What follows belongs to an exercise in optimizing a design on an open flow for small area, a short achievable clock period and few clock cycles per item; a production flow would make more cautious choices. RTL that was checked went through simulation tests only; none was proved equivalent to the original. Only the layout flow was run in runs 2 to 5 and 7; the RTL was not checked for function there. No activity file was given, so power comes from the tool's default toggle rates.

## design/flow/flow/run.sh

```bash
#!/bin/bash
# Layout flow: the standard ORFS flow (standard.sh), with two changes:
#  - no full/half-adder cell extraction in synthesis (ADDER_MAP_FILE empty),
#    so abc maps the adders together with the rest of the logic;
#  - the port buffers that global placement inserts are buf_2 cells.
# Each tool's output is in orfs/logs/ and the make output in flow_make.log.
set -euo pipefail
bash standard.sh finish ADDER_MAP_FILE= \
    "BUFFER_PORTS_ARGS=-buffer_cell sky130_fd_sc_hd__buf_2" \
    > flow_make.log 2>&1
```

## design/flow/standard.sh

```bash
#!/bin/bash
# synth_recipe.tcl (not shown) runs the flow's synth.tcl, then flattens the netlist and writes it again
# the make line also repeats each setting of config.mk as NAME=value (left out here)
make -C /OpenROAD-flow-scripts/flow DESIGN_CONFIG=/design/flow/config.mk WORK_HOME=/design/flow/orfs CLKGATE_MAP_FILE= SYNTH_SCRIPT=/design/flow/synth_recipe.tcl "${@:-finish}"
```

## design/flow/config.mk

```make
export PLATFORM = sky130hd
export DESIGN_NAME = execution_unit_top
export DESIGN_NICKNAME = execution_unit_top
export VERILOG_FILES = /design/flow/design.v
export SDC_FILE = /design/flow/constraint.sdc
export NUM_CORES = 4
export LEC_CHECK = 0
export ABC_AREA = 0
export CAP_MARGIN = 20
export CORE_MARGIN = 2
export CORE_UTILIZATION = 40
export SETUP_SLACK_MARGIN = 3.0
export SLEW_MARGIN = 20
```

## design/flow/constraint.sdc

```tcl
create_clock -name core_clock -period 6.0 [get_ports {clk}]
set_input_delay 1.2000 -clock core_clock [delete_from_list [all_inputs] [get_ports {clk}]]
set_output_delay 1.2000 -clock core_clock [all_outputs]
set_load 0.01 [all_outputs]
```

## design/flow/design.v

```verilog
module execution_unit_top (
    input        clk,
    input        rst,
    input        start,
    input  [3:0] opcode,
    input  [7:0] A,
    input  [7:0] B,
    output     [15:0] result,
    output reg        busy,
    output reg        done
);
    reg [15:0] R;        
    reg        addm;     
    reg        dsh;      
    reg        dq;       
    reg        dqn;      
    reg  [7:0] X;        
    reg        sgn;      
    reg        isdiv;    
    reg  [2:0] cnt;      
    reg        bone;     
    reg        btwo;     
    reg        bneg;     
    function [9:0] cneg(input [9:0] x, input s);
        integer i;
        reg     nz;
        begin
            nz = 1'b0;
            for (i = 0; i < 10; i = i + 1) begin
                cneg[i] = x[i] ^ (s & nz);
                nz      = nz | x[i];
            end
        end
    endfunction
    function [2:0] booth(input q1, input q0, input qm);
        begin
            booth[2] = q0 ^ qm;
            booth[1] = (q1 & ~q0 & ~qm) | (~q1 & q0 & qm);
            booth[0] = q1 & ~(q0 & qm);
        end
    endfunction
    wire [7:0] bx   = B ^ {8{opcode[0]}};
    wire [4:0] slo  = {1'b0, A[3:0]} + {1'b0, bx[3:0]} + {4'd0, opcode[0]};
    wire [3:0] shi0 = A[7:4] + bx[7:4];
    wire [3:0] shi1 = A[7:4] + bx[7:4] + 4'd1;
    reg [15:0] alu;
    always @(*) begin
        case (opcode[2:0])
            3'd0, 3'd1: alu = {3'b000, slo[4], shi1, shi0, slo[3:0]};
            3'd2:       alu = {8'h00, A & B};
            3'd3:       alu = {8'h00, A | B};
            3'd4:       alu = {8'h00, A ^ B};
            3'd5:       alu = {8'h00, ~A};
            default:    alu = 16'h0000;
        endcase
    end
    wire [15:0] mul0 = {8'h00, B};
    wire [7:0] ma  = cneg({2'b00, A}, A[7]);
    wire [7:0] mb  = cneg({2'b00, B}, B[7]);
    wire       bz  = (B == 8'h00);
    wire       b1  = (B == 8'h01) | (B == 8'hFF);
    wire       b2  = (B == 8'h02) | (B == 8'hFE);
    wire       q7  = bz | (b1 & ma[7]);
    wire       q6  = bz | (b1 & ma[6]) | (b2 & ma[7]);
    wire [1:0] r6  = b1 ? 2'b00 : b2 ? {1'b0, ma[6]} : ma[7:6];
    wire [15:0] div0 = {6'd0, r6, ma[5:0], q7, q6};
    wire       dshort = {1'b0, ma} < {mb, 1'b0};
    wire       dq1    = ma >= mb;
    wire       rneg = R[15];
    wire       xs   = X[7] & ~isdiv;
    wire [9:0] pp   = (btwo ? {X[7], X, 1'b0} : bone ? {xs, xs, X} : 10'd0)
                      ^ {10{bneg}};
    wire [9:0] op1  = isdiv ? {rneg, R[15:8], R[7]}
                            : {{2{rneg}}, R[15:8]};
    wire [9:0] s    = op1 + pp + {9'd0, bneg};
    wire        qb  = ~s[7] | ~|X;
    wire [7:0]  quo = cneg({2'b00, R[6:0], qb}, sgn);
    wire        last = isdiv ? (cnt == 3'd5) : (cnt == 3'd3);
    always @(posedge clk) begin
        addm <= ~busy & ~opcode[3] & ~opcode[2] & ~opcode[1];
        dsh  <= ~busy & opcode[3] & opcode[0] & dshort;
        dq   <= dq1;
        dqn  <= dq1 & (A[7] ^ B[7]);
        if (busy) begin
            cnt <= cnt + 3'd1;
            if (!isdiv) begin
                R                  <= {s, R[7:2]};
                {bone, btwo, bneg} <= booth(R[3], R[2], R[1]);
            end else begin
                R                  <= last ? {8'h00, quo}
                                           : {s[7:0], R[6:0], qb};
                {bone, btwo, bneg} <= {2'b10, qb};
            end
        end else begin
            cnt   <= 3'd0;
            isdiv <= opcode[0];
            if (!opcode[3]) begin
                R <= alu;
            end else if (!opcode[0]) begin
                R                  <= mul0;
                X                  <= A;
                {bone, btwo, bneg} <= booth(B[1], B[0], 1'b0);
            end else begin
                R                  <= div0;
                X                  <= mb;
                sgn                <= A[7] ^ B[7];
                {bone, btwo, bneg} <= 3'b101;
            end
        end
    end
    always @(posedge clk) begin
        if (rst) begin
            busy <= 1'b0;
            done <= 1'b0;
        end else if (busy) begin
            busy <= ~last;
            done <= last;
        end else begin
            busy <= start & opcode[3] & ~(opcode[0] & dshort);
            done <= start & (~opcode[3] | (opcode[0] & dshort));
        end
    end
    wire hsel = addm & R[12];
    assign result = {R[15:8] & {8{~(addm | dsh)}},
                     dsh ? {4{dqn}} : hsel ? R[11:8] : R[7:4],
                     dsh ? {dqn, dqn, dqn, dq} : R[3:0]};
endmodule
```

==> flow_summary_export.csv, run 1 <==
group,metric,value,unit
critical_path,r2r_end,"R[15]",
clock_tree,htreeDepth,2,
synthesis,synth_area,0.00424,mm²
floorplan,start_util,41.0,%
synthesis,synth_edf_count,13,
synthesis,ys_warn_count,1,
placed_design,hpwl,9950,µm
pwr,internal_power,0.794,mW
hold_path,worstHoldPathCells,1,
pwr,total_power,1.31,mW
floorplan,io_pins,41,
floorplan,design.core.area,0.0103,mm²
cells_and_area,nFillCells,964,
synthesis,synthArstFlopShare,0,%
pwr,peakVddDrop,126,µV
cells_and_area,drive_gt1_share,25.0,%
drt,vias,4745,
critical_path,critPathMostFrequentCell,"or3_4",
synthesis,yosys.area_share.adder,3.19,%
critical_path,max_stage_delay,0.36,ns
cells_and_area,top_regs,"R (16), X (8), cnt (3)",
run,max_cap_viol_count,0,
timing,rsz0062_at_grt,"true",
timing,max_freq,311,MHz
clock_tree,clk_latency,0.30,ns
critical_path,crit_chain,"buf_12 -> or2_4 -> or3_4 -> or3_4 -> or3_4 -> a22o_1 -> a221oi_2 -> nor3_2 -> o21a_1",
hold_path,min_to,"cnt[0]",
drt,wl_per_cell,18.3,µm
critical_path,critPathLaunch,"A[1]",
timing,skew,0.00837,ns
drt,first_pass_iters,5,
global_route,grt_pass1_wl,22000,µm
critical_path,ff2ff_path_depth,11,
synthesis,synth_nets,618,
critical_path,cpLargestDelayFamily,"simple AND/OR/NAND/NOR gates",
pwr,switching_share,39.4,%
floorplan,fp.dieW,107,µm
synthesis,synth_cell_types,64,
critical_path,cp_max_fo,5,
timing,setup_tns,0,ns
critical_path,rrSetupSlack,2.81,ns
floorplan,die_area,0.0114,mm²
hold_path,worstHoldStart,"cnt[0]",
critical_path,end_kind,"flip-flop",
synthesis,synthFlopType,"dfxtp_1",
synthesis,yosys-mux-area-fraction,5.67,%
cells_and_area,largest_reg_flops,16,
timing,worstMarginPinSlew,0.719,ns
pwr,pwr-share-comb,53.3,%
synthesis,seq_area_frac_synth,21.0,%
pwr,p_sw,0.516,mW
placed_design,portBuffers,40,
timing,fin_crit_sh,53.6,%
global_route,grtUsageTotal,24.4,%
timing,hold_viol,0,
synthesis,ys_ff_latch,38,
floorplan,rows,37,
pwr,cellLeakagePower,2.11,nW
timing,period_minus_slack,3.22,ns
drt,drtIter0Drc,390,
cells_and_area,top_register,"R",
synthesis,synthSimpleGateAreaFrac,23.2,%
global_route,grt_pass1_vias,4145,
clock_tree,clockBufferDepth,2,
critical_path,crit_slowest_cell,"or3_4",
timing,maxSlewHeadroom,51.7,%
critical_path,critPathLaunchType,"input pin",
cells_and_area,nNetsFinal,671,
timing,drv_slew,0,
clock_tree,cts_root_buffer,"clkbuf_8",
pwr,powerDensity,239,mW/mm²
drt,drtAntennaViolNets,0,
synthesis,synth_top_family_by_area,"compound AO/OA/AOI/OAI gates",
timing,hold_slack,0.515,ns
clock_tree,cts_tree,"yes",
placed_design,routabilityCongestion,0.961,
cells_and_area,areaGrowthSynthToFinish,29.1,%
critical_path,r2r_start,"isdiv",
synthesis,synth_xor_area_share,12.4,%
cells_and_area,antenna_cells,0,
timing,setup_viol,0,
pwr,p_seq_share,26.6,%
critical_path,path_class,"input pin to flip-flop",
drt,routed_wl,14400,µm
hold_path,min_path_type,"flip-flop to flip-flop",
clock_tree,cts.reportedPaths.clkPinSlew,0.08,ns
floorplan,die_h,107,µm
global_route,antenna_found_initial,0,
critical_path,critPathBufInv,1,
clock_tree,cts_buffers,5,
pwr,clkPwrFrac,20.1,%
critical_path,required,6.19,ns
synthesis,synth-compound-area-share,28.3,%
synthesis,avgSynthCellArea,7.12,µm²
clock_tree,cts_sinks,38,
synthesis,syn_inst,595,
drt,vias_per_cell,6.04,
global_route,grt_max_degree,34,
drt,drc,0,
critical_path,critPathArrivalTime,3.41,ns
global_route,gr-total-overflow,0,
outcome,status,"complete, no violations",
## timing repair
action | in CTS | in global routing
resized for setup | 51 | 44
buffers inserted | 21 | 23
cloned | 1 | 3
setup endpoints to repair | 18 | 18
hold buffers | 0 | 0
pin swaps | 18 | 21
## how the worst max path moves through the flow
| stage | end | cells after the start | slack [ns] |
|---|---|---|---|
| final | done | 9 | 2.78 |
| after global routing | done | 10 | 2.71 |
| after CTS | R[15] | 11 | 2.80 |
| after detailed placement | R[7] | 11 | 2.07 |
| after global placement | R[7] | 11 | 2.20 |
| after floorplan | done | 9 | 2.72 |
## logic make-up after synthesis
| logic type | count (synthesis) |
|---|---|
| muxes | 23 |
| adders and majority gates | 13 |
| and+or+nand+nor | 207 |
| buffers and inverters | 68 |
| xor gates and xnor gates | 60 |
| AOI/OAI and AO/OA | 186 |
| DFF | 38 |
## cell type report
type                       count  area, µm²  area share, %
multi-input combinational    489       3380           61.8
sequential                    38        891           16.3
timing repair buffer          90        795           14.5
tap                          136        170           3.11
inverter                      24       98.8           1.81
clock buffer                   5       68.8           1.26
clock inverter                 3       63.8           1.17
## worst register-to-register path: stages, from the launching register on
cell	delay, ns
edfxtp_1	0.43
buf_12	0.15
mux2i_2	0.16
mux2_4	0.29
maj3_2	0.33
maj3_2	0.33
o21ai_2	0.15
a21oi_2	0.10
o31a_4	0.34
maj3_2	0.34
maj3_2	0.32
o2bb2ai_2	0.12
## through the flow
step / instances / setup WS [ns] / util (%) / cell area [µm²]
2_1_floorplan: 595 / 2.72 / - / 4300
3_3_place_gp: 729 / 2.20 / 43.6 / 4500
3_5_place_dp: 729 / 2.07 / 43.6 / 4500
4_1_cts: 759 / 2.80 / 49.0 / 5060
5_1_grt: 785 / 2.71 / 53.0 / 5470
6_report: 785 / 2.78 / 53.0 / 5470
## routing by layer
layer / global-route usage [%] / up-vias / share of wire, %
met4: 7.51 / 0 / 2.5
met5: 0 / - / 0
met1: 33.6 / 2217 / 43
li1: - / 2269 / -
met3: 2.43 / 30 / 7.2
met2: 40.4 / 229 / 48
## cells in the final DEF, fill, tap and decap left out, types with 15 or more instances in the layout
| master | instances |
|---|---|
| a21oi_1 | 52 |
| nor2_1 | 57 |
| xor2_1 | 19 |
| nand2_1 | 53 |
| o21ai_0 | 33 |
| buf_2 | 30 |
| dfxtp_1 | 25 |
| nand3_1 | 15 |
| inv_1 | 19 |
| buf_4 | 42 |
| xnor2_1 | 35 |
| nor3_1 | 15 |
## synth_stat cells (3+ instances only)
cell type | count | share of area, %
edfxtp_1 | 13 | 9.2
nand3_1 | 16 | 1.9
or3_1 | 6 | 0.89
o22ai_1 | 10 | 1.5
nand2b_1 | 6 | 0.89
clkbuf_1 | 31 | 2.7
o22a_1 | 3 | 0.62
nand2_1 | 54 | 4.8
a211oi_1 | 10 | 1.8
a221o_1 | 5 | 1.2
inv_1 | 22 | 1.9
and3_1 | 8 | 1.2
xor2_1 | 22 | 4.5
buf_1 | 11 | 0.97
nor4_1 | 4 | 0.59
dfxtp_1 | 25 | 12
a32oi_1 | 3 | 0.62
a22oi_1 | 10 | 1.8
a21oi_1 | 55 | 6.5
nor2_1 | 60 | 5.3
o2bb2ai_1 | 3 | 0.62
o221ai_1 | 7 | 1.4
mux2i_1 | 18 | 4.3
nand3b_1 | 4 | 0.71
o211ai_1 | 4 | 0.71
a31oi_1 | 5 | 0.74
or2_2 | 3 | 0.44
maj3_1 | 9 | 2.1
maj3_2 | 4 | 1.1
mux2_2 | 4 | 1.1
nor3_1 | 18 | 2.1
xnor2_1 | 38 | 7.9
a211o_1 | 3 | 0.62
o21ai_0 | 42 | 5.0
nor2b_1 | 8 | 1.2
and2_1 | 13 | 1.9
## power by group through the flow
stage / combinational [mW] / clock, mW / sequential, mW
finish: 0.698 / 0.264 / 0.348
CTS: 0.590 / 0.264 / 0.348
global placement: 0.499 / 0 / 0.353
floorplan: 0.397 / 0 / 0.329
detailed placement: 0.504 / 0 / 0.354
global route: 0.748 / 0.274 / 0.353
Testbench counts, summed over its fixed seeds: cycles 4,176, ops 2,400.
==> run 2: changes to the inputs <==
--- a/design/flow/design.v
+++ b/design/flow/design.v
@@ -94,17 +94,15 @@
         end else begin
             cnt   <= 3'd0;
             isdiv <= opcode[0];
+            sgn   <= A[7] ^ B[7];
+            {bone, btwo, bneg} <= opcode[0] ? 3'b101 : booth(B[1], B[0], 1'b0);
+            X     <= opcode[0] ? mb : A;
             if (!opcode[3]) begin
                 R <= alu;
             end else if (!opcode[0]) begin
-                R                  <= mul0;
-                X                  <= A;
-                {bone, btwo, bneg} <= booth(B[1], B[0], 1'b0);
+                R <= mul0;
             end else begin
-                R                  <= div0;
-                X                  <= mb;
-                sgn                <= A[7] ^ B[7];
-                {bone, btwo, bneg} <= 3'b101;
+                R <= div0;
             end
         end
     end
--- a/design/flow/config.mk
+++ b/design/flow/config.mk
@@ -5,7 +5,7 @@
 export SDC_FILE = /design/flow/constraint.sdc
 export NUM_CORES = 4
 export LEC_CHECK = 0
-export ABC_AREA = 0
+export ABC_AREA = 1
 export CAP_MARGIN = 20
 export CORE_MARGIN = 2
 export CORE_UTILIZATION = 40
==> run 2 against run 1 <==
Effect of this change: still clean on timing, DRC and antenna; first-iteration DRC count shrank 18%; synthesized cell count grew 9.6%; final cell count up 4.6%; area after synthesis is 8.4% lower; largest cell class unchanged; utilization decreased by 5.9 points; largest power group unchanged; flip-flop and latch count unchanged.
==> flow_summary_export.csv, run 2 <==
group,metric,value,unit
outcome,status,"complete, no violations",
placed_design,portBuffers,40,
synthesis,synthFlopType,"dfxtp_1",
global_route,grt_max_degree,33,
clock_tree,hold_buffers,0,
cells_and_area,nFillCells,1040,
pwr,total_power,1.03,mW
timing,setup_tns,0,ns
synthesis,synthArstFlopShare,0,%
clock_tree,cts.reportedPaths.clkPinSlew,0.07,ns
pwr,cellLeakagePower,2.13,nW
run,max_cap_viol_count,0,
synthesis,synth_edf_count,10,
global_route,antenna_found_initial,0,
floorplan,rows,35,
hold_path,min_path_type,"flip-flop to flip-flop",
critical_path,critPathLaunchType,"input pin",
drt,vias_per_cell,5.39,
synthesis,syn_inst,652,
critical_path,critPathBufInv,2,
clock_tree,cts_tree,"yes",
cells_and_area,final_common_cell,"nand2_1",
placed_design,routabilityCongestion,0.980,
drt,drtIter0Drc,319,
clock_tree,clockBufferDepth,2,
critical_path,crit_cells,12,
timing,rsz0062_at_grt,"true",
placed_design,hpwl,10200,µm
synthesis,seq_area_frac_synth,22.2,%
cells_and_area,top_regs,"R (16), X (8), cnt (3)",
cells_and_area,largest_reg_flops,16,
drt,vias,4427,
synthesis,synth_area_leader_cell,"nand2_1",
cells_and_area,final_util,47.0,%
critical_path,ff2ff_path_depth,19,
synthesis,yosysTopAreaCellShare,17.1,%
drt,drc,0,
clock_tree,cts_root_buffer,"clkbuf_8",
floorplan,start_util,41.6,%
critical_path,r2r_start,"isdiv",
synthesis,avgSynthCellArea,5.95,µm²
clock_tree,cts_sinks,38,
timing,skew,0.0126,ns
timing,max_freq,326,MHz
critical_path,max_stage_delay,0.30,ns
synthesis,netlist_top_cells_count,"nand2_1, inv_1, nor2_1",
timing,drv_slew,0,
drt,first_pass_iters,5,
critical_path,critPathMostFrequentCell,"nand2_1",
cells_and_area,areaGrowthSynthToFinish,13.0,%
cells_and_area,drive_gt1_share,14.5,%
synthesis,synth_area,0.00388,mm²
critical_path,rrSetupSlack,3.34,ns
critical_path,cpLargestDelayFamily,"simple AND/OR/NAND/NOR gates",
critical_path,crit_slowest_cell,"nor4b_2",
synthesis,synth_cell_types,47,
synthesis,ys_ff_latch,38,
drt,drtAntennaViolNets,0,
critical_path,critPathLaunch,"B[0]",
global_route,grtUsageTotal,24.7,%
drt,routed_wl,12700,µm
floorplan,design.core.area,0.00933,mm²
critical_path,r2r_end,"R[6]",
cells_and_area,final_cell_mix,"nand2_1, inv_1, nor2_1, nand3_1, o21ai_0",
critical_path,cp_max_fo,8,
timing,hold_viol,0,
timing,period_minus_slack,3.07,ns
global_route,grt_pass1_wl,20000,µm
synthesis,ys_warn_count,1,
critical_path,cp-endpoint,"dqn",
timing,fin_crit_sh,51.1,%
critical_path,crit_chain,"buf_2 -> inv_2 -> nand4_1 -> nor2_1 -> nand2_1 -> nand2_1 -> xor2_2 -> nor2_1 -> nand3b_1 -> nor4b_2 -> nand2_1 -> a21boi_1",
synthesis,synthTopCellsByArea,"nand2_1, dfxtp_1, inv_1, edfxtp_1, nor2_1",
floorplan,fp.dieW,103,µm
clock_tree,htreeDepth,2,
floorplan,io_pins,41,
clock_tree,cts_buffers,5,
global_route,grt_pass1_vias,4074,
global_route,gr-total-overflow,0,
cells_and_area,top_register,"R",
timing,setup_viol,0,
clock_tree,clk_latency,0.29,ns
synthesis,synth_nets,675,
critical_path,path_class,"input pin to flip-flop",
timing,hold_slack,0.472,ns
floorplan,die_area,0.0105,mm²
synthesis,synth_most_common_cell,"nand2_1",
timing,worstMarginPinSlew,0.716,ns
drt,wl_per_cell,15.5,µm
critical_path,critPathArrivalTime,3.27,ns
pwr,peakVddDrop,89.3,µV
critical_path,end_kind,"flip-flop",
cells_and_area,nNetsFinal,714,
floorplan,die_h,103,µm
critical_path,required,6.20,ns
timing,maxSlewHeadroom,51.9,%
cells_and_area,antenna_cells,0,
pwr,powerDensity,234,mW/mm²
run 2: layout make-up:
type	instances	area [µm²]	share of cell area [%]
multi-input combinational	502	2610	59.6
sequential	38	862	19.6
inverter	95	360	8.21
timing repair buffer	49	274	6.24
tap	129	161	3.68
clock buffer	7	86.3	1.97
clock inverter	1	30.0	0.684
run 2: worst min path at each step:
stage,startpoint,end,slack [ns],depth (start not counted)
2_1_floorplan,cnt[0],cnt[0],0.43,1
3_3_place_gp,cnt[0],cnt[0],0.45,1
3_5_place_dp,cnt[0],cnt[0],0.46,1
4_1_cts,cnt[0],cnt[0],0.47,1
5_1_grt,cnt[0],cnt[0],0.49,1
6_report,cnt[0],cnt[0],0.47,1
run 2: layer usage:
metal	GRT usage (%)	up-vias	part of all wire, %
met3	2.98	27	5.2
met4	8.31	0	3.4
li1	-	2236	-
met2	42.3	144	48
met1	32.2	2020	43
met5	0	-	0
run 2: repair_timing:
| item | CTS | global route |
|---|---|---|
| gates resized for setup | 2 | 17 |
| endpoints found under the setup margin | 9 | 12 |
| pin swaps | 0 | 2 |
| buffers inserted | 0 | 9 |
run 2: cell families after synthesis:
group,count (synthesis),share of synthesized area [%]
xor gates and xnor gates,30,6.77
AOI/OAI and AO/OA,125,20.1
buffers and inverters,112,12.2
and+or+nand+nor,347,38.8
DFF,38,22.2
run 2: power by group:
group | switching (mW) | internal [mW]
clock | 0.0928 | 0.136
combinational | 0.306 | 0.160
sequential | 0.0338 | 0.299
run 2: metrics by stage:
step	cells	instance area, µm²	setup slack (ns)
after floorplan	652	3880	3.15
after global placement	804	4130	2.48
after detailed placement	804	4130	2.46
after CTS	812	4250	3.01
after global routing	821	4390	2.81
final	821	4390	2.93
==> run 3: changes to the inputs <==
--- a/design/flow/design.v
+++ b/design/flow/design.v
@@ -54,7 +54,9 @@
             default:    alu = 16'h0000;
         endcase
     end
-    wire [15:0] mul0 = {8'h00, B};
+    wire        mfirst = ~B[1];
+    wire [9:0]  m0     = B[0] ? {{2{A[7]}}, A} : 10'd0;
+    wire [15:0] mul0   = mfirst ? {m0, B[7:2]} : {8'h00, B};
     wire [7:0] ma  = cneg({2'b00, A}, A[7]);
     wire [7:0] mb  = cneg({2'b00, B}, B[7]);
     wire       bz  = (B == 8'h00);
@@ -92,17 +94,20 @@
                 {bone, btwo, bneg} <= {2'b10, qb};
             end
         end else begin
-            cnt   <= 3'd0;
+            cnt   <= {2'b00, ~opcode[0] & mfirst};
             isdiv <= opcode[0];
-            sgn   <= A[7] ^ B[7];
-            {bone, btwo, bneg} <= opcode[0] ? 3'b101 : booth(B[1], B[0], 1'b0);
-            X     <= opcode[0] ? mb : A;
             if (!opcode[3]) begin
                 R <= alu;
             end else if (!opcode[0]) begin
-                R <= mul0;
+                R                  <= mul0;
+                X                  <= A;
+                {bone, btwo, bneg} <= mfirst ? booth(B[3], B[2], B[1])
+                                             : booth(B[1], B[0], 1'b0);
             end else begin
-                R <= div0;
+                R                  <= div0;
+                X                  <= mb;
+                sgn                <= A[7] ^ B[7];
+                {bone, btwo, bneg} <= 3'b101;
             end
         end
     end
--- a/design/flow/config.mk
+++ b/design/flow/config.mk
@@ -9,5 +9,5 @@
 export CAP_MARGIN = 20
 export CORE_MARGIN = 2
 export CORE_UTILIZATION = 40
-export SETUP_SLACK_MARGIN = 3.0
+export SETUP_SLACK_MARGIN = 3.2
 export SLEW_MARGIN = 20
==> run 3 against run 2 <==
Effect of this change: clock-buffer cell count decreased by 1; clock power decreased by 18%; utilization increased by 4.5 points; combinational power increased by about 10%.
==> flow_summary_export.csv, run 3 <==
group,metric,value,unit
outcome,status,"complete, no violations",
placed_design,dp.cells,825,
cells_and_area,nFillCells,1031,
global_route,antenna_found_initial,0,
synthesis,syn_inst,677,
synthesis,ys_ff_latch,38,
timing,skew,0.00670,ns
timing,rsz0062_at_grt,"true",
hold_path,min_path_type,"flip-flop to flip-flop",
timing,maxSlewHeadroom,65.4,%
pwr,cellLeakagePower,2.35,nW
clock_tree,cts.reportedPaths.clkPinSlew,0.08,ns
floorplan,fp.dieW,105,µm
critical_path,critPathLaunch,"A[0]",
synthesis,synth_area_leader_cell,"nand2_1",
cells_and_area,final_common_cell,"nand2_1",
timing,setup_viol,0,
drt,routed_wl,14100,µm
synthesis,synth_nets,700,
placed_design,portBuffers,40,
critical_path,critPathLaunchType,"input pin",
cells_and_area,top_register,"R",
pwr,powerDensity,204,mW/mm²
pwr,pwr-share-comb,49.8,%
pwr,peakVddDrop,113,µV
timing,setup_ws,3.25,ns
floorplan,die_area,0.0109,mm²
cells_and_area,fin_cells,882,
global_route,grt_pass1_wl,21300,µm
critical_path,rrSetupSlack,3.40,ns
synthesis,synth_area,0.00405,mm²
synthesis,avgSynthCellArea,5.98,µm²
synthesis,synth_edf_count,13,
global_route,grt_pass1_vias,4186,
clock_tree,clockBufferDepth,2,
critical_path,required,6.16,ns
floorplan,design.core.area,0.00982,mm²
global_route,grt_max_degree,26,
critical_path,path_class,"input pin to flip-flop",
pwr,internal_power,0.582,mW
clock_tree,cts_sinks,38,
timing,period_minus_slack,2.75,ns
cells_and_area,final_util,51.6,%
timing,hold_viol,0,
clock_tree,cts_buffers,5,
synthesis,synth_cell_types,51,
critical_path,end_kind,"flip-flop",
drt,vias,4934,
timing,setup_tns,0,ns
cells_and_area,antenna_cells,0,
placed_design,place_area,0.00429,mm²
synthesis,netlist_top_cells_count,"nand2_1, inv_1, nor2_1",
clock_tree,cts_root_buffer,"clkbuf_8",
pwr,switching_share,43.6,%
critical_path,critPathArrivalTime,2.91,ns
cells_and_area,top_regs,"R (16), X (8), cnt (3)",
critical_path,ff2ff_path_depth,20,
placed_design,routabilityCongestion,0.929,
floorplan,die_h,105,µm
timing,fin_crit_sh,45.8,%
timing,hold_slack,0.487,ns
floorplan,start_util,41.2,%
global_route,grtUsageTotal,24.4,%
synthesis,synthFlopType,"dfxtp_1",
placed_design,post-place-ws,2.55,ns
cells_and_area,drive_gt1_share,23.4,%
synthesis,synthTopCellsByArea,"nand2_1, dfxtp_1, edfxtp_1, inv_1, o21ai_0",
drt,first_pass_iters,6,
critical_path,r2r_start,"bneg",
drt,vias_per_cell,5.59,
hold_path,worstHoldStart,"cnt[2]",
synthesis,synth_most_common_cell,"nand2_1",
floorplan,io_pins,41,
timing,max_freq,364,MHz
synthesis,seq_area_frac_synth,22.0,%
clock_tree,clk_latency,0.29,ns
global_route,gr-total-overflow,0,
drt,drtIter0Drc,494,
drt,drc,0,
critical_path,r2r_end,"R[6]",
synthesis,synthArstFlopShare,0,%
run,max_cap_viol_count,0,
pwr,total_power,1.03,mW
synthesis,ys_warn_count,1,
cells_and_area,areaGrowthSynthToFinish,25.0,%
pwr,p_seq_share,32.0,%
pwr,p_sw,0.449,mW
clock_tree,cts_tree,"yes",
clock_tree,htreeDepth,2,
cells_and_area,largest_reg_flops,16,
cells_and_area,final_cell_mix,"nand2_1, inv_1, nor2_1, nand3_1, o21ai_0",
synthesis,yosysTopAreaCellShare,16.3,%
critical_path,cp-endpoint,"R[0]",
placed_design,hpwl,10700,µm
pwr,clkPwrFrac,18.2,%
floorplan,rows,36,
drt,wl_per_cell,16.0,µm
cells_and_area,nNetsFinal,771,
drt,drtAntennaViolNets,0,
cells_and_area,stdcell_area,0.00506,mm²
timing,worstMarginPinSlew,0.517,ns
timing,drv_slew,0,
critical_path,cp_max_fo,6,
run 3: cell types whose count changed after synthesis, sizes merged, moves of 3 or more:
cell / previous run / this run
buf: 6 / 17
a31oi: 2 / 8
a21oi: 18 / 26
o221ai: 8 / 4
o21ai: 54 / 66
xnor2: 2 / 5
o211ai: 9 / 6
xor2: 28 / 24
edfxtp: 10 / 13
dfxtp: 28 / 25
nand3: 58 / 61
run 3: kinds of logic (layout without fill, tap and decap cells):
group                  after synthesis  in the layout  synth area share (%)
AO/OA/AOI/OAI                      144            144                  21.6
buffers and inverters              118            190                  12.3
AND/OR/NAND/NOR                    348            348                  37.5
XOR/XNOR                            29             29                  6.64
flip-flops                          38             38                  22.0
run 3: power groups by stage:
stage	Clock [mW]	Combinational [mW]	Sequential (mW)
2_1_floorplan	0	0.334	0.323
3_3_place_gp	0	0.431	0.340
3_5_place_dp	0	0.433	0.341
4_1_cts	0.189	0.451	0.333
5_1_grt	0.201	0.570	0.335
6_report	0.188	0.514	0.330
run 3: critical path: stages:
cell and delay [ns]:
buf_12 0.11, clkinv_4 0.05, nand4_1 0.18, nor2_1 0.17, nand2_2 0.11, nand2_1 0.08, nand2_1 0.07, nand2_2 0.11
inv_4 0.05, buf_4 0.14, nand2_1 0.06, o211ai_1 0.10, a32oi_1 0.33, o211ai_1 0.14
run 3: repair_timing:
action | in CTS | in global routing
resized for setup | 21 | 85
gates cloned | 1 | 0
buffers inserted | 12 | 36
hold buffers | 0 | 0
endpoints found under the setup margin | 14 | 20
pin swaps | 9 | 23
run 3: per-layer routing:
metal / up-vias / routed length (µm) / track usage, %
li1: 2380 / - / -
met1: 2262 / 6120 / 32.9
met2: 238 / 6330 / 39.3
met3: 54 / 872 / 2.31
met4: 0 / 805 / 11.1
met5: - / 0 / 0
run 3: final cells by class:
| cell class | count | area (µm²) | share of cell area (%) |
|---|---|---|---|
| Multi-Input combinational cell | 521 | 2830 | 56.0 |
| Sequential cell | 38 | 891 | 17.6 |
| Timing Repair Buffer | 89 | 678 | 13.4 |
| Inverter | 92 | 395 | 7.81 |
| Tap cell | 133 | 166 | 3.29 |
| Clock buffer | 6 | 82.6 | 1.63 |
| Clock inverter | 2 | 11.3 | 0.222 |
| Timing Repair inverter | 1 | 5.00 | 0.0989 |
run 3: how the worst min path moves through the flow:
| stage | to | slack (ns) | cells past startpoint |
|---|---|---|---|
| 2_1_floorplan | cnt[2] | 0.45 | 2 |
| 3_3_place_gp | cnt[2] | 0.46 | 2 |
| 3_5_place_dp | cnt[2] | 0.48 | 2 |
| 4_1_cts | cnt[2] | 0.49 | 2 |
| 5_1_grt | cnt[2] | 0.52 | 2 |
| 6_report | cnt[2] | 0.49 | 2 |
==> run 4: changes to the inputs <==
--- a/design/flow/config.mk
+++ b/design/flow/config.mk
@@ -9,5 +9,5 @@
 export CAP_MARGIN = 20
 export CORE_MARGIN = 2
 export CORE_UTILIZATION = 40
-export SETUP_SLACK_MARGIN = 3.2
+export SETUP_SLACK_MARGIN = 3.0
 export SLEW_MARGIN = 20
==> run 4 against run 3 <==
Effect of this change: first-iteration DRC count down 16%; still clean on timing, DRC and antenna; clock skew up 0.0078 ns; combinational power fell by 9.1%; critical path type unchanged.
==> flow_summary_export.csv, run 4 <==
group,metric,value,unit
pwr,peakVddDrop,98.3,µV
synthesis,synth_nets,700,
timing,maxSlewHeadroom,63.5,%
cells_and_area,antenna_cells,0,
clock_tree,cts_tree,"yes",
synthesis,synthArstFlopShare,0,%
critical_path,path_class,"input pin to flip-flop",
critical_path,rrSetupSlack,3.31,ns
synthesis,ys_warn_count,1,
hold_path,worstHoldStart,"cnt[2]",
timing,skew,0.0145,ns
global_route,gr-total-overflow,0,
clock_tree,clk_latency,0.30,ns
synthesis,avgSynthCellArea,5.98,µm²
drt,drc,0,
synthesis,synth_area,0.00405,mm²
pwr,clkPwrFrac,20.9,%
synthesis,synth_cell_types,51,
pwr,powerDensity,223,mW/mm²
cells_and_area,ff_latch_area,891,µm²
clock_tree,htreeDepth,2,
critical_path,ff2ff_path_depth,19,
floorplan,start_util,41.2,%
cells_and_area,top_register,"R",
run,max_cap_viol_count,0,
critical_path,r2r_start,"isdiv",
synthesis,ys_ff_latch,38,
drt,drtAntennaViolNets,0,
drt,wl_per_cell,16.3,µm
timing,fin_crit_sh,47.3,%
timing,hold_viol,0,
timing,drv_slew,0,
floorplan,fp.dieW,105,µm
clock_tree,cts.reportedPaths.clkPinSlew,0.08,ns
floorplan,die_h,105,µm
placed_design,hpwl,10800,µm
clock_tree,cts_buffers,5,
timing,setup_viol,0,
cells_and_area,drive_gt1_share,15.5,%
synthesis,synthTopCellsByArea,"nand2_1, dfxtp_1, edfxtp_1, inv_1, o21ai_0",
pwr,pwr-share-comb,46.2,%
floorplan,io_pins,41,
drt,vias_per_cell,5.59,
synthesis,seq_area_frac_synth,22.0,%
critical_path,r2r_end,"R[6]",
timing,rsz0062_at_grt,"false",
synthesis,synthFlopType,"dfxtp_1",
floorplan,design.core.area,0.00982,mm²
global_route,grt_pass1_wl,22200,µm
pwr,p_seq_share,32.9,%
hold_path,min_path_type,"flip-flop to flip-flop",
global_route,grt_max_degree,26,
synthesis,yosysTopAreaCellShare,16.3,%
cells_and_area,areaGrowthSynthToFinish,11.8,%
outcome,status,"complete, no violations",
critical_path,required,6.22,ns
synthesis,netlist_top_cells_count,"nand2_1, inv_1, nor2_1",
cells_and_area,final_cell_mix,"nand2_1, inv_1, nor2_1, o21ai_0, nand3_1",
clock_tree,clockBufferDepth,2,
cells_and_area,largest_reg_flops,16,
clock_tree,cts_sinks,38,
placed_design,place_area,0.00427,mm²
synthesis,synth_edf_count,13,
drt,drtIter0Drc,413,
pwr,p_sw,0.436,mW
global_route,grtUsageTotal,25.2,%
drt,vias,4708,
hold_path,min_to,"cnt[2]",
timing,period_minus_slack,2.84,ns
cells_and_area,top_regs,"R (16), X (8), cnt (3)",
hold_path,worstHoldPathCells,2,
pwr,cellLeakagePower,2.10,nW
cells_and_area,stdcell_area,0.00453,mm²
critical_path,end_kind,"flip-flop",
drt,first_pass_iters,6,
cells_and_area,multiInputGateArea,0.00273,mm²
clock_tree,cts_root_buffer,"clkbuf_8",
global_route,antenna_found_initial,0,
cells_and_area,nFillCells,1078,
critical_path,cp_max_fo,9,
timing,worstMarginPinSlew,0.544,ns
pwr,internal_power,0.574,mW
timing,max_freq,352,MHz
cells_and_area,nNetsFinal,731,
global_route,grt_pass1_vias,4350,
critical_path,critPathArrivalTime,3.06,ns
synthesis,syn_inst,677,
cells_and_area,final_common_cell,"nand2_1",
pwr,switching_share,43.2,%
placed_design,routabilityCongestion,0.963,
critical_path,critPathLaunchType,"input pin",
drt,routed_wl,13700,µm
synthesis,synth_area_leader_cell,"nand2_1",
floorplan,die_area,0.0109,mm²
placed_design,portBuffers,40,
floorplan,rows,36,
synthesis,synth_most_common_cell,"nand2_1",
timing,setup_tns,0,ns
[run 4: cell counts after synthesis]
No cell type changed its count.
[run 4: cell type report]
cell class	count	area share [%]
Multi-Input combinational cell	521	60.3
Sequential cell	38	19.7
Inverter	92	7.71
Timing Repair Buffer	49	6.05
Tap cell	133	3.68
Clock buffer	8	2.46
Timing Repair inverter	1	0.111
[run 4: power by group through the flow]
| stage | clock [mW] | sequential [mW] | combinational, mW |
|---|---|---|---|
| 2_1_floorplan | 0 | 0.323 | 0.331 |
| 3_3_place_gp | 0 | 0.341 | 0.433 |
| 3_5_place_dp | 0 | 0.341 | 0.436 |
| 4_1_cts | 0.214 | 0.335 | 0.440 |
| 5_1_grt | 0.224 | 0.337 | 0.521 |
| 6_report | 0.211 | 0.332 | 0.467 |
[run 4: cells by family after synthesis]
kind of cell           share of synthesized area (%)
AO/OA/AOI/OAI                                   21.6
XOR/XNOR                                        6.64
buffers and inverters                           12.3
flip-flops                                      22.0
AND/OR/NAND/NOR                                 37.5
[run 4: worst max-delay path by stage]
stage | start | end | slack [ns] | depth (start not counted)
2_1_floorplan | B[1] | R[12] | 3.10 | 12
5_1_grt | B[1] | busy | 3.00 | 15
3_5_place_dp | opcode[0] | R[12] | 2.45 | 11
6_report | B[1] | busy | 3.16 | 12
4_1_cts | opcode[0] | R[12] | 3.00 | 12
3_3_place_gp | opcode[0] | R[12] | 2.52 | 11
[run 4: metal layers]
layer / track usage, % / part of all wire (%) / vias up
met5: 0 / 0 / -
met4: 7.81 / 3.4 / 0
li1: - / - / 2306
met2: 41.9 / 47 / 205
met1: 34.4 / 43 / 2163
met3: 2.43 / 7.1 / 34
[run 4: stage by stage]
| stage | hold slack (ns) | util, % | setup WS [ns] | total power [mW] | instances |
|---|---|---|---|---|---|
| 2_1_floorplan | 0.449 | - | 3.10 | 0.655 | 677 |
| 3_3_place_gp | 0.461 | 43.5 | 2.52 | 0.774 | 825 |
| 3_5_place_dp | 0.478 | 43.5 | 2.45 | 0.777 | 825 |
| 4_1_cts | 0.489 | 44.9 | 3.00 | 0.989 | 834 |
| 5_1_grt | 0.530 | 46.1 | 3.00 | 1.08 | 842 |
| 6_report | 0.485 | 46.1 | 3.16 | 1.01 | 842 |
[run 4: what timing repair did]
action / 4_1_cts / 5_1_grt
buffers inserted: 0 / 8
hold buffers: 0 / 0
pin swaps: 0 / 4
gates resized for setup: 5 / 27
cloned: 1 / 0
setup endpoints to repair: 7 / 11
[run 4: worst max-delay path, stage by stage]
cell and delay (ns):
buf_2 0.18, inv_2 0.12, nand3_2 0.12, nor2_4 0.14, nor2_1 0.07, xnor2_1 0.37, xor2_1 0.15, nor2_2 0.18
nand3_2 0.10, nand4_4 0.13, a31oi_1 0.09, nor3b_1 0.21
==> run 5: changes to the inputs <==
--- a/design/flow/design.v
+++ b/design/flow/design.v
@@ -54,9 +54,7 @@
             default:    alu = 16'h0000;
         endcase
     end
-    wire        mfirst = ~B[1];
-    wire [9:0]  m0     = B[0] ? {{2{A[7]}}, A} : 10'd0;
-    wire [15:0] mul0   = mfirst ? {m0, B[7:2]} : {8'h00, B};
+    wire [15:0] mul0 = {8'h00, B};
     wire [7:0] ma  = cneg({2'b00, A}, A[7]);
     wire [7:0] mb  = cneg({2'b00, B}, B[7]);
     wire       bz  = (B == 8'h00);
@@ -66,8 +64,12 @@
     wire       q6  = bz | (b1 & ma[6]) | (b2 & ma[7]);
     wire [1:0] r6  = b1 ? 2'b00 : b2 ? {1'b0, ma[6]} : ma[7:6];
     wire [15:0] div0 = {6'd0, r6, ma[5:0], q7, q6};
-    wire       dshort = {1'b0, ma} < {mb, 1'b0};
-    wire       dq1    = ma >= mb;
+    wire [7:0] ap     = A ^ {8{A[7]}};
+    wire [7:0] bp     = B ^ {8{B[7]}};
+    wire [8:0] dv     = {1'b0, ap} + {1'b1, ~bp};          
+    wire [9:0] du     = {2'b00, ap} + 10'd1 - {1'b0, bp, 1'b0};
+    wire       dshort = du[9] & ~&dv[8:1];
+    wire       dq1    = ~dv[8];
     wire       rneg = R[15];
     wire       xs   = X[7] & ~isdiv;
     wire [9:0] pp   = (btwo ? {X[7], X, 1'b0} : bone ? {xs, xs, X} : 10'd0)
@@ -94,15 +96,14 @@
                 {bone, btwo, bneg} <= {2'b10, qb};
             end
         end else begin
-            cnt   <= {2'b00, ~opcode[0] & mfirst};
+            cnt   <= 3'd0;
             isdiv <= opcode[0];
             if (!opcode[3]) begin
                 R <= alu;
             end else if (!opcode[0]) begin
                 R                  <= mul0;
                 X                  <= A;
-                {bone, btwo, bneg} <= mfirst ? booth(B[3], B[2], B[1])
-                                             : booth(B[1], B[0], 1'b0);
+                {bone, btwo, bneg} <= booth(B[1], B[0], 1'b0);
             end else begin
                 R                  <= div0;
                 X                  <= mb;
==> run 5 against run 4 <==
Effect of this change: still clean; clock power is 11% lower; area after synthesis is 2.5% higher; utilization is 0.56 points lower.
==> flow_summary_export.csv, run 5 <==
group,metric,value,unit
timing,skew,0.0125,ns
placed_design,post-place-ws,2.36,ns
cells_and_area,final_common_cell,"nand2_1",
global_route,grt_pass1_wl,21100,µm
timing,setup_viol,0,
synthesis,synth_area_leader_cell,"nand2_1",
synthesis,synth_most_common_cell,"nand2_1",
synthesis,synth_xor_area_share,6.12,%
clock_tree,cts_sinks,38,
drt,wl_met2,6390,µm
synthesis,yosys.area_share.adder,0.241,%
timing,max_freq,349,MHz
cells_and_area,drive_gt1_share,12.0,%
placed_design,hpwl,10600,µm
synthesis,synth-compound-area-share,20.6,%
timing,maxSlewHeadroom,57.4,%
timing,hold_viol,0,
drt,met3_length,415,µm
synthesis,synth_nets,747,
pwr,total_power,0.988,mW
global_route,gr-total-overflow,0,
critical_path,end_kind,"flip-flop",
critical_path,r2r_start,"bneg",
synthesis,seq_area_frac_synth,21.5,%
timing,setup_ws,3.14,ns
timing,worstMarginPinSlew,0.634,ns
placed_design,routabilityCongestion,0.937,
timing,period_minus_slack,2.86,ns
synthesis,synthTopCellsByArea,"nand2_1, dfxtp_1, inv_1, edfxtp_1, nor2_1",
cells_and_area,stdcell_area,0.00464,mm²
drt,first_pass_iters,5,
floorplan,start_util,40.8,%
cells_and_area,areaGrowthSynthToFinish,11.8,%
global_route,antenna_found_initial,0,
synthesis,synth_cell_types,50,
synthesis,yosysTopAreaCellShare,16.6,%
clock_tree,cts_tree,"yes",
floorplan,rows,37,
floorplan,die_area,0.0112,mm²
clock_tree,cts_root_buffer,"clkbuf_8",
outcome,status,"complete, no violations",
synthesis,synth_edf_count,13,
synthesis,synth_area,0.00415,mm²
drt,wl_met1,5910,µm
cells_and_area,antenna_cells,0,
cells_and_area,final_cell_mix,"nand2_1, inv_1, nor2_1, nand3_1, o21ai_0",
clock_tree,clk_latency,0.29,ns
cells_and_area,fin_cells,892,
placed_design,place_area,0.00439,mm²
cells_and_area,nFillCells,1144,
drt,drtIter0Drc,307,
clock_tree,hold_buffers,0,
hold_path,worstHoldStart,"cnt[0]",
floorplan,fp.dieW,106,µm
timing,fin_crit_sh,47.7,%
drt,vias_per_cell,5.25,
critical_path,required,6.18,ns
synthesis,ys_ff_latch,38,
global_route,grt_max_degree,30,
critical_path,path_class,"input pin to flip-flop",
synthesis,avgSynthCellArea,5.73,µm²
floorplan,io_pins,41,
synthesis,synthFlopType,"dfxtp_1",
synthesis,synth_top_family_by_area,"simple AND/OR/NAND/NOR gates",
pwr,cellLeakagePower,2.28,nW
pwr,peakVddDrop,90.8,µV
critical_path,cp_max_fo,29,
drt,drtAntennaViolNets,0,
critical_path,critPathArrivalTime,3.04,ns
timing,rsz0062_at_grt,"false",
cells_and_area,top_regs,"R (16), X (8), cnt (3)",
drt,routed_wl,13100,µm
placed_design,portBuffers,40,
pwr,powerDensity,213,mW/mm²
critical_path,max_stage_delay,0.35,ns
synthesis,ys_warn_count,1,
hold_path,min_path_type,"flip-flop to flip-flop",
drt,drc,0,
drt,vias,4680,
placed_design,dp.cells,874,
critical_path,critPathLaunch,"opcode[0]",
floorplan,die_h,106,µm
synthesis,synthSimpleGateAreaFrac,38.2,%
synthesis,yosys-mux-area-fraction,0,%
cells_and_area,largest_reg_flops,16,
synthesis,synthArstFlopShare,0,%
clock_tree,cts.reportedPaths.clkPinSlew,0.08,ns
timing,drv_slew,0,
synthesis,syn_inst,724,
critical_path,crit_chain,"buf_8 -> clkinvlp_4 -> o21a_1 -> maj3_1 -> nor2_1 -> a31oi_1 -> or2_2 -> a32o_1 -> nand2_1 -> nand3_1",
floorplan,design.core.area,0.0102,mm²
critical_path,crit_slowest_cell,"maj3_1",
critical_path,critPathLaunchType,"input pin",
run,max_cap_viol_count,0,
timing,setup_tns,0,ns
cells_and_area,nNetsFinal,778,
global_route,grt_pass1_vias,4262,
global_route,grtUsageTotal,23.8,%
drt,wl_per_cell,14.7,µm
clock_tree,clockBufferDepth,2,
clock_tree,htreeDepth,2,
cells_and_area,top_register,"R",
drt,dr.max_layer_used,"met4",
clock_tree,cts_buffers,5,
synthesis,netlist_top_cells_count,"nand2_1, inv_1, nor2_1",
-- run 5: path summary, 6_finish.rpt --
kind,end,slack [ns],depth (start not counted)
max reg2reg,R[3],3.36,17
min reg2reg,cnt[0],0.46,1
max,R[3],3.14,10
min,cnt[0],0.46,1
-- run 5: cell type report --
class	instances	area (µm²)	share of cell area, %
Tap cell	136	170	3.67
Timing Repair Buffer	50	298	6.42
Multi-Input combinational cell	548	2760	59.5
Sequential cell	38	891	19.2
Clock buffer	6	82.6	1.78
Clock inverter	2	11.3	0.243
Inverter	112	427	9.20
-- run 5: through the flow --
step | util (%) | hold slack, ns
6_report | 45.6 | 0.459
2_1_floorplan | - | 0.413
3_3_place_gp | 43.1 | 0.435
3_5_place_dp | 43.1 | 0.446
4_1_cts | 44.4 | 0.456
5_1_grt | 45.6 | 0.480
-- run 5: worst max-delay path, delay by kind of cell --
family,cells,cell delay (ns)
buffers and inverters,2,0.39
adders and majority gates,1,0.35
and+or+nand+nor,4,0.56
AOI/OAI and AO/OA,3,0.52
-- run 5: logic make-up after synthesis --
| group | after synthesis |
|---|---|
| adders and majority gates | 1 |
| xor gates and xnor gates | 29 |
| DFF | 38 |
| and+or+nand+nor | 376 |
| buffers and inverters | 138 |
| AOI/OAI and AO/OA | 142 |
-- run 5: where the power goes --
group          switching (mW)  leakage (nW)  internal [mW]  total [mW]
clock network          0.0950        0.0515         0.0928       0.188
registers              0.0310         0.333          0.300       0.331
logic                   0.306          1.90          0.164       0.469
total                   0.432          2.28          0.557       0.988
-- run 5: timing repair --
action	in CTS	in global routing
gates cloned	0	0
gates resized for setup	3	18
pin swaps	0	2
hold endpoints to repair	0	0
setup endpoints to repair	7	9
buffers inserted	4	6
-- run 5: layer usage --
layer,track usage [%],up-vias
met5,0,-
met1,30.2,2129
met2,41.7,106
li1,-,2417
met4,8.27,0
met3,2.91,28
==> run 6: changes to the inputs <==
--- a/design/flow/design.v
+++ b/design/flow/design.v
@@ -64,12 +64,8 @@
     wire       q6  = bz | (b1 & ma[6]) | (b2 & ma[7]);
     wire [1:0] r6  = b1 ? 2'b00 : b2 ? {1'b0, ma[6]} : ma[7:6];
     wire [15:0] div0 = {6'd0, r6, ma[5:0], q7, q6};
-    wire [7:0] ap     = A ^ {8{A[7]}};
-    wire [7:0] bp     = B ^ {8{B[7]}};
-    wire [8:0] dv     = {1'b0, ap} + {1'b1, ~bp};          
-    wire [9:0] du     = {2'b00, ap} + 10'd1 - {1'b0, bp, 1'b0};
-    wire       dshort = du[9] & ~&dv[8:1];
-    wire       dq1    = ~dv[8];
+    wire       dshort = {1'b0, ma} < {mb, 1'b0};
+    wire       dq1    = ma >= mb;
     wire       rneg = R[15];
     wire       xs   = X[7] & ~isdiv;
     wire [9:0] pp   = (btwo ? {X[7], X, 1'b0} : bone ? {xs, xs, X} : 10'd0)
==> design/flow/run.sh (new file) <==
#!/bin/bash
# synth_recipe.tcl (not shown) runs the flow's synth.tcl, then flattens the netlist and writes it again
# the make line also repeats each setting of config.mk as NAME=value (left out here)
make -C /OpenROAD-flow-scripts/flow DESIGN_CONFIG=/design/flow/config.mk WORK_HOME=/design/flow/orfs CLKGATE_MAP_FILE= SYNTH_SCRIPT=/design/flow/synth_recipe.tcl finish
removed: design/flow/flow/run.sh
removed: design/flow/standard.sh
==> run 6 against run 5 <==
Effect of this change: sequential power is 1% higher; largest power group unchanged; power is 13% higher; utilization is 4.0 points higher; die area is 0.52% lower.
==> flow_summary_export.csv, run 6 <==
group,metric,value,unit
critical_path,critPathBufInv,3,
global_route,grt_pass1_wl,20600,µm
synthesis,seq_area_frac_synth,21.6,%
cells_and_area,top_regs,"R (16), X (8), cnt (3)",
global_route,grtUsageTotal,23.4,%
synthesis,synth_area,0.00413,mm²
floorplan,die_area,0.0112,mm²
critical_path,crit_slowest_cell,"dlygate4sd2_1",
clock_tree,clockBufferDepth,2,
pwr,total_power,1.12,mW
synthesis,synth_most_common_cell,"nand2_1",
pwr,powerDensity,222,mW/mm²
global_route,grt_max_degree,34,
synthesis,synth_area_leader_cell,"ha_1",
placed_design,post-place-ws,1.73,ns
critical_path,critPathLaunchType,"input pin",
drt,drtIter0Drc,252,
run,max_cap_viol_count,0,
cells_and_area,areaGrowthSynthToFinish,22.3,%
synthesis,ys_ff_latch,38,
critical_path,end_kind,"flip-flop",
clock_tree,cts_root_buffer,"clkbuf_8",
critical_path,required,6.20,ns
cells_and_area,drive_gt1_share,15.7,%
floorplan,design.core.area,0.0102,mm²
floorplan,rows,37,
drt,drtAntennaViolNets,0,
synthesis,syn_inst,600,
critical_path,path_class,"input pin to flip-flop",
timing,max_freq,340,MHz
timing,hold_viol,0,
critical_path,crit_chain,"dlygate4sd2_1 -> ha_2 -> inv_1 -> fa_1 -> or2_4 -> nand2_2 -> o221ai_1 -> o21ai_1 -> nand2_1 -> inv_1 -> nand2_1",
cells_and_area,nNetsFinal,728,
cells_and_area,top_register,"R",
clock_tree,htreeDepth,2,
cells_and_area,antenna_cells,0,
timing,setup_ws,3.06,ns
drt,drc,0,
synthesis,synthTopCellsByArea,"ha_1, dfxtp_1, nand2_1, edfxtp_1, inv_1",
clock_tree,cts_sinks,38,
timing,hold_slack,0.447,ns
synthesis,synthFlopType,"dfxtp_1",
global_route,antenna_found_initial,0,
timing,skew,0.00783,ns
cells_and_area,final_cell_mix,"nand2_1, inv_1, nor2_1, ha_1, o21ai_0",
critical_path,cp_max_fo,6,
critical_path,max_stage_delay,0.39,ns
timing,drv_slew,0,
synthesis,synth_cell_types,49,
clock_tree,cts.reportedPaths.clkPinSlew,0.08,ns
drt,vias,4220,
floorplan,die_h,106,µm
cells_and_area,fin_cells,790,
synthesis,synth_nets,675,
timing,maxSlewHeadroom,52.7,%
global_route,gr-total-overflow,0,
synthesis,synth_edf_count,13,
floorplan,io_pins,41,
cells_and_area,final_util,49.6,%
placed_design,hpwl,10100,µm
drt,routed_wl,12900,µm
placed_design,portBuffers,40,
hold_path,min_path_type,"flip-flop to flip-flop",
placed_design,place_area,0.00464,mm²
synthesis,synthArstFlopShare,0,%
timing,worstMarginPinSlew,0.705,ns
cells_and_area,final_common_cell,"nand2_1",
cells_and_area,stdcell_area,0.00505,mm²
timing,setup_viol,0,
clock_tree,cts_buffers,5,
synthesis,avgSynthCellArea,6.88,µm²
critical_path,cpLargestDelayFamily,"adder cells",
placed_design,routabilityCongestion,0.919,
drt,vias_per_cell,5.34,
drt,wl_per_cell,16.3,µm
floorplan,fp.dieW,106,µm
synthesis,netlist_top_cells_count,"nand2_1, inv_1, nor2_1",
cells_and_area,largest_reg_flops,16,
critical_path,critPathArrivalTime,3.13,ns
floorplan,start_util,40.5,%
pwr,peakVddDrop,91.3,µV
timing,setup_tns,0,ns
clock_tree,hold_buffers,0,
timing,period_minus_slack,2.94,ns
timing,fin_crit_sh,49.0,%
outcome,status,"complete, no violations",
placed_design,dp.cells,760,
global_route,grt_pass1_vias,4064,
timing,rsz0062_at_grt,"true",
pwr,cellLeakagePower,2.43,nW
clock_tree,clk_latency,0.29,ns
clock_tree,cts_tree,"yes",
cells_and_area,nFillCells,1066,
drt,first_pass_iters,5,
synthesis,yosysTopAreaCellShare,14.8,%
synthesis,ys_warn_count,1,
run 6: cell families after synthesis:
logic type | count (synthesis) | share of synthesized area [%]
AOI/OAI and AO/OA | 119 | 18.1
and+or+nand+nor | 249 | 26.4
DFF | 38 | 21.6
buffers and inverters | 108 | 10.4
xor gates and xnor gates | 34 | 7.21
adders and majority gates | 52 | 16.3
run 6: report_power, final:
part	total [mW]	internal (mW)	switching, mW	leakage (nW)
Sequential	0.335	0.300	0.0347	0.334
Clock	0.242	0.144	0.0976	0.0678
Combinational	0.544	0.226	0.318	2.02
Total	1.12	0.671	0.450	2.43
run 6: cell type report:
cell class	instances	area (µm²)	share of cell area, %
sequential	38	892	17.7
multi-input combinational	454	2960	58.6
timing repair buffer	63	546	10.8
clock buffer	8	133	2.63
inverter	91	349	6.91
tap	136	170	3.37
run 6: routing by layer:
layer	wire length, µm	part of all wire [%]	vias to the layer above	global-route usage [%]
met5	0	0	-	0
met1	5660	44	1973	29.4
met2	6330	49	127	42.2
met4	336	2.6	0	7.05
met3	531	4.1	28	2.16
li1	-	-	2092	-
run 6: timing repair:
action,4_1_cts,5_1_grt
pin swaps,9,9
buffers inserted,17,5
gates resized for setup,76,31
endpoints found under the setup margin,38,25
run 6: worst paths after layout:
path | startpoint | end | slack [ns] | depth (start not counted)
worst max-delay path | A[4] | R[6] | 3.06 | 11
worst max register to register | btwo | R[6] | 3.19 | 21
worst min register to register | cnt[0] | cnt[0] | 0.45 | 1
worst min-delay path | cnt[0] | cnt[0] | 0.45 | 1
Testbench counts of run 6, summed over its fixed seeds: cycles 4,176, ops 2,400.
==> run 7: changes to the inputs <==
--- a/design/flow/design.v
+++ b/design/flow/design.v
@@ -10,7 +10,6 @@
     output reg        done
 );
     reg [15:0] R;        
-    reg        addm;     
     reg        dsh;      
     reg        dq;       
     reg        dqn;      
@@ -40,13 +39,11 @@
         end
     endfunction
     wire [7:0] bx   = B ^ {8{opcode[0]}};
-    wire [4:0] slo  = {1'b0, A[3:0]} + {1'b0, bx[3:0]} + {4'd0, opcode[0]};
-    wire [3:0] shi0 = A[7:4] + bx[7:4];
-    wire [3:0] shi1 = A[7:4] + bx[7:4] + 4'd1;
+    wire [7:0] sum8 = A + bx + {7'd0, opcode[0]};
     reg [15:0] alu;
     always @(*) begin
         case (opcode[2:0])
-            3'd0, 3'd1: alu = {3'b000, slo[4], shi1, shi0, slo[3:0]};
+            3'd0, 3'd1: alu = {8'h00, sum8};
             3'd2:       alu = {8'h00, A & B};
             3'd3:       alu = {8'h00, A | B};
             3'd4:       alu = {8'h00, A ^ B};
@@ -77,7 +74,6 @@
     wire [7:0]  quo = cneg({2'b00, R[6:0], qb}, sgn);
     wire        last = isdiv ? (cnt == 3'd5) : (cnt == 3'd3);
     always @(posedge clk) begin
-        addm <= ~busy & ~opcode[3] & ~opcode[2] & ~opcode[1];
         dsh  <= ~busy & opcode[3] & opcode[0] & dshort;
         dq   <= dq1;
         dqn  <= dq1 & (A[7] ^ B[7]);
@@ -120,8 +116,7 @@
             done <= start & (~opcode[3] | (opcode[0] & dshort));
         end
     end
-    wire hsel = addm & R[12];
-    assign result = {R[15:8] & {8{~(addm | dsh)}},
-                     dsh ? {4{dqn}} : hsel ? R[11:8] : R[7:4],
+    assign result = {R[15:8] & {8{~dsh}},
+                     dsh ? {4{dqn}} : R[7:4],
                      dsh ? {dqn, dqn, dqn, dq} : R[3:0]};
 endmodule
==> design/flow/flow/run.sh (new file) <==
#!/bin/bash
# Layout flow: the standard ORFS flow (standard.sh), with two changes:
#  - no full/half-adder cell extraction in synthesis (ADDER_MAP_FILE empty),
#    so abc maps the adders together with the rest of the logic;
#  - the port buffers that global placement inserts are buf_2 cells.
# Each tool's output is in orfs/logs/ and the make output in flow_make.log.
set -euo pipefail
bash standard.sh finish ADDER_MAP_FILE= \
    "BUFFER_PORTS_ARGS=-buffer_cell sky130_fd_sc_hd__buf_2" \
    > flow_make.log 2>&1
==> design/flow/standard.sh (new file) <==
#!/bin/bash
# synth_recipe.tcl (not shown) runs the flow's synth.tcl, then flattens the netlist and writes it again
# the make line also repeats each setting of config.mk as NAME=value (left out here)
make -C /OpenROAD-flow-scripts/flow DESIGN_CONFIG=/design/flow/config.mk WORK_HOME=/design/flow/orfs CLKGATE_MAP_FILE= SYNTH_SCRIPT=/design/flow/synth_recipe.tcl "${@:-finish}"
removed: design/flow/run.sh
==> run 7 against run 6 <==
Effect of this change: power shrank 19%; design area shrank 15%; first-iteration DRC count shrank 19%; synthesized cell count grew 5.3%; critical path type unchanged; critical endpoint is now dqn.
==> flow_summary_export.csv, run 7 <==
group,metric,value,unit
clock_tree,cts_tree,"yes",
floorplan,design.core.area,0.00924,mm²
floorplan,die_area,0.0104,mm²
clock_tree,cts.reportedPaths.clkPinSlew,0.08,ns
cells_and_area,nFillCells,990,
synthesis,synthArstFlopShare,0,%
clock_tree,cts_sinks,37,
drt,wl_met2,5630,µm
drt,wl_met1,4830,µm
drt,vias_per_cell,5.27,
cells_and_area,final_common_cell,"nand2_1",
timing,fin_crit_sh,48.1,%
pwr,p_seq_share,35.2,%
synthesis,seq_area_frac_synth,22.8,%
timing,rsz0062_at_grt,"true",
critical_path,required,6.24,ns
drt,met3_length,487,µm
cells_and_area,largest_reg_flops,16,
placed_design,hpwl,9200,µm
synthesis,synth_area,0.00382,mm²
synthesis,yosysTopAreaCellShare,15.8,%
cells_and_area,final_cell_mix,"nand2_1, inv_1, nor2_1, o21ai_0, nand3_1",
synthesis,ys_warn_count,1,
timing,worstMarginPinSlew,0.584,ns
pwr,internal_power,0.523,mW
floorplan,start_util,41.4,%
outcome,status,"complete, no violations",
placed_design,portBuffers,40,
pwr,cellLeakagePower,2.04,nW
global_route,grt_pass1_wl,18200,µm
floorplan,fp.dieW,102,µm
cells_and_area,top_register,"R",
pwr,powerDensity,211,mW/mm²
timing,period_minus_slack,2.88,ns
global_route,gr-total-overflow,0,
synthesis,netlist_top_cells_count,"nand2_1, inv_1, nor2_1",
clock_tree,cts_buffers,5,
clock_tree,clockBufferDepth,2,
cells_and_area,nNetsFinal,690,
hold_path,min_path_type,"flip-flop to flip-flop",
synthesis,ys_ff_latch,37,
synthesis,synthFlopType,"dfxtp_1",
drt,wl_per_cell,14.2,µm
drt,vias,4200,
synthesis,avgSynthCellArea,6.05,µm²
critical_path,path_class,"input pin to flip-flop",
cells_and_area,fin_cells,797,
drt,drtIter0Drc,205,
cells_and_area,areaGrowthSynthToFinish,12.1,%
cells_and_area,ff_latch_area,871,µm²
placed_design,dp.cells,783,
timing,maxSlewHeadroom,61.0,%
critical_path,critPathArrivalTime,3.12,ns
placed_design,routabilityCongestion,0.938,
critical_path,end_kind,"flip-flop",
floorplan,io_pins,41,
global_route,antenna_found_initial,0,
cells_and_area,top_regs,"R (16), X (8), cnt (3)",
synthesis,synth_cell_types,52,
timing,max_freq,347,MHz
pwr,clkPwrFrac,20.3,%
run,max_cap_viol_count,0,
pwr,total_power,0.904,mW
global_route,grt_max_degree,29,
clock_tree,cts_root_buffer,"clkbuf_8",
timing,setup_viol,0,
cells_and_area,multiInputGateArea,0.00252,mm²
drt,routed_wl,11300,µm
drt,drc,0,
drt,first_pass_iters,5,
cells_and_area,antenna_cells,0,
synthesis,synth_most_common_cell,"nand2_1",
pwr,p_sw,0.381,mW
timing,setup_tns,0,ns
timing,drv_slew,0,
synthesis,synth_area_leader_cell,"nand2_1",
clock_tree,hold_buffers,0,
timing,hold_viol,0,
placed_design,place_area,0.00408,mm²
pwr,pwr-share-comb,44.5,%
synthesis,synth_nets,655,
drt,dr.max_layer_used,"met4",
timing,skew,0.00493,ns
synthesis,syn_inst,632,
clock_tree,htreeDepth,2,
synthesis,synthTopCellsByArea,"nand2_1, dfxtp_1, edfxtp_1, inv_1, nor2_1",
floorplan,rows,35,
cells_and_area,drive_gt1_share,18.3,%
synthesis,synth_edf_count,13,
drt,drtAntennaViolNets,0,
global_route,grtUsageTotal,22.3,%
floorplan,die_h,102,µm
global_route,grt_pass1_vias,3779,
pwr,peakVddDrop,77.6,µV
critical_path,critPathLaunchType,"input pin",
pwr,switching_share,42.1,%
critical_path,cp_max_fo,7,
clock_tree,clk_latency,0.29,ns
cells_and_area,stdcell_area,0.00428,mm²
-- run 7: changes by cell type after synthesis, sizes merged, moves of 4 or more --
cell,change
buf,+4
nand3,+25
nand2,+40
nor2,+22
o31ai,-4
xor2,-9
a21oi,+11
ha,-49
nor3,+4
o2111ai,-6
o21ai,+8
-- run 7: stage by stage --
stage	setup WS, ns	hold slack (ns)	utilization, %
after floorplan	3.16	0.413	-
after global placement	2.50	0.430	44.1
after detailed placement	2.41	0.434	44.1
after CTS	3.00	0.452	45.2
after global routing	2.98	0.484	46.4
final	3.12	0.445	46.4
-- run 7: worst max-delay path: stages --
cell     delay (ns)
buf_2          0.17
inv_2          0.11
nand3_1        0.12
nor2_2         0.14
inv_1          0.06
nor2_2         0.09
inv_1          0.07
nor2_1         0.08
inv_1          0.07
nand2_2        0.07
xor2_2         0.23
a21oi_1        0.14
nand2_1        0.09
o21ai_1        0.07
a31oi_2        0.23
and2_1         0.16
-- run 7: logic make-up (layout without fill, tap and decap cells) --
| kind of cell | after synthesis | count (layout) | synth area share (%) |
|---|---|---|---|
| AO/OA/AOI/OAI | 127 | 127 | 20.0 |
| AND/OR/NAND/NOR | 336 | 336 | 39.8 |
| XOR/XNOR | 22 | 22 | 5.24 |
| buffers and inverters | 110 | 146 | 12.1 |
| flip-flops | 37 | 37 | 22.8 |
-- run 7: final timing paths --
| path | start | end | slack [ns] | cells after the start |
|---|---|---|---|---|
| max | B[1] | dqn | 3.12 | 16 |
| min reg2reg | cnt[0] | cnt[0] | 0.45 | 1 |
| max reg2reg | bneg | R[7] | 3.38 | 19 |
| min | cnt[0] | cnt[0] | 0.45 | 1 |
-- run 7: cell type report --
cell class	instances	share of cell area [%]
repair buffers	48	6.43
well taps	129	3.77
multi-input cells	485	58.9
inverters	90	8.44
clock buffers	7	2.02
flip-flops and latches	37	20.3
clock inverters	1	0.146
-- run 7: repair_timing --
| action | in CTS | in global routing |
|---|---|---|
| buffers inserted | 0 | 6 |
| gates cloned | 0 | 0 |
| pin swaps | 0 | 2 |
| setup endpoints to repair | 4 | 8 |
| endpoints found under the hold margin | 0 | 0 |
| gates resized for setup | 2 | 18 |
-- run 7: layer usage --
metal	vias up	global-route usage (%)
li1	2141	-
met2	112	39.7
met3	25	2.07
met1	1922	27.7
met4	0	8.63
met5	-	0
-- run 7: power groups by stage --
stage	Combinational (mW)	Sequential [mW]	Clock, mW
2_1_floorplan	0.301	0.310	0
3_3_place_gp	0.383	0.324	0
3_5_place_dp	0.387	0.324	0
4_1_cts	0.389	0.318	0.187
5_1_grt	0.452	0.322	0.198
6_report	0.402	0.318	0.184

-- what the ideal ports hide --
In the flow no input, the clock included, has a driving cell. The finished layouts below were timed again as built, in two steps.
Step 1: set_driving_cell puts a clkbuf_16 on clk and a buf_2 on each other input, an assumption about the parent block.
Step 2, shift: input delay + t, output delay - t, t = (earliest + latest rising clock arrival at the registers) / 2. This alone moves slack from input paths to output paths.
Slacks: ideal ports / drivers / drivers and shift; pairs: ideal ports / drivers.
run	t, ns	slack for setup (ns)	worst hold slack (ns)	latest minus earliest clock arrival (ns)	slew at the worst register clock pin (ns)
run 1	0.325	2.785 / 2.770 / 2.446	0.515 / 0.515 / 0.515	0.008 / 0.009	0.08 / 0.08
run 2	0.317	2.933 / 2.946 / 2.630	0.472 / 0.472 / 0.472	0.012 / 0.013	0.08 / 0.08
run 3	0.325	3.254 / 3.241 / 2.916	0.487 / 0.487 / 0.487	0.007 / 0.006	0.08 / 0.08
run 4	0.321	3.162 / 3.170 / 2.849	0.485 / 0.485 / 0.485	0.014 / 0.015	0.08 / 0.08
run 5	0.320	3.139 / 3.119 / 2.800	0.459 / 0.459 / 0.459	0.013 / 0.013	0.08 / 0.08
run 6	0.325	3.061 / 3.076 / 2.751	0.447 / 0.447 / 0.447	0.008 / 0.007	0.08 / 0.08
run 7	0.321	3.116 / 3.127 / 2.807	0.445 / 0.445 / 0.445	0.005 / 0.005	0.08 / 0.08
After both steps every run listed still meets setup and hold.
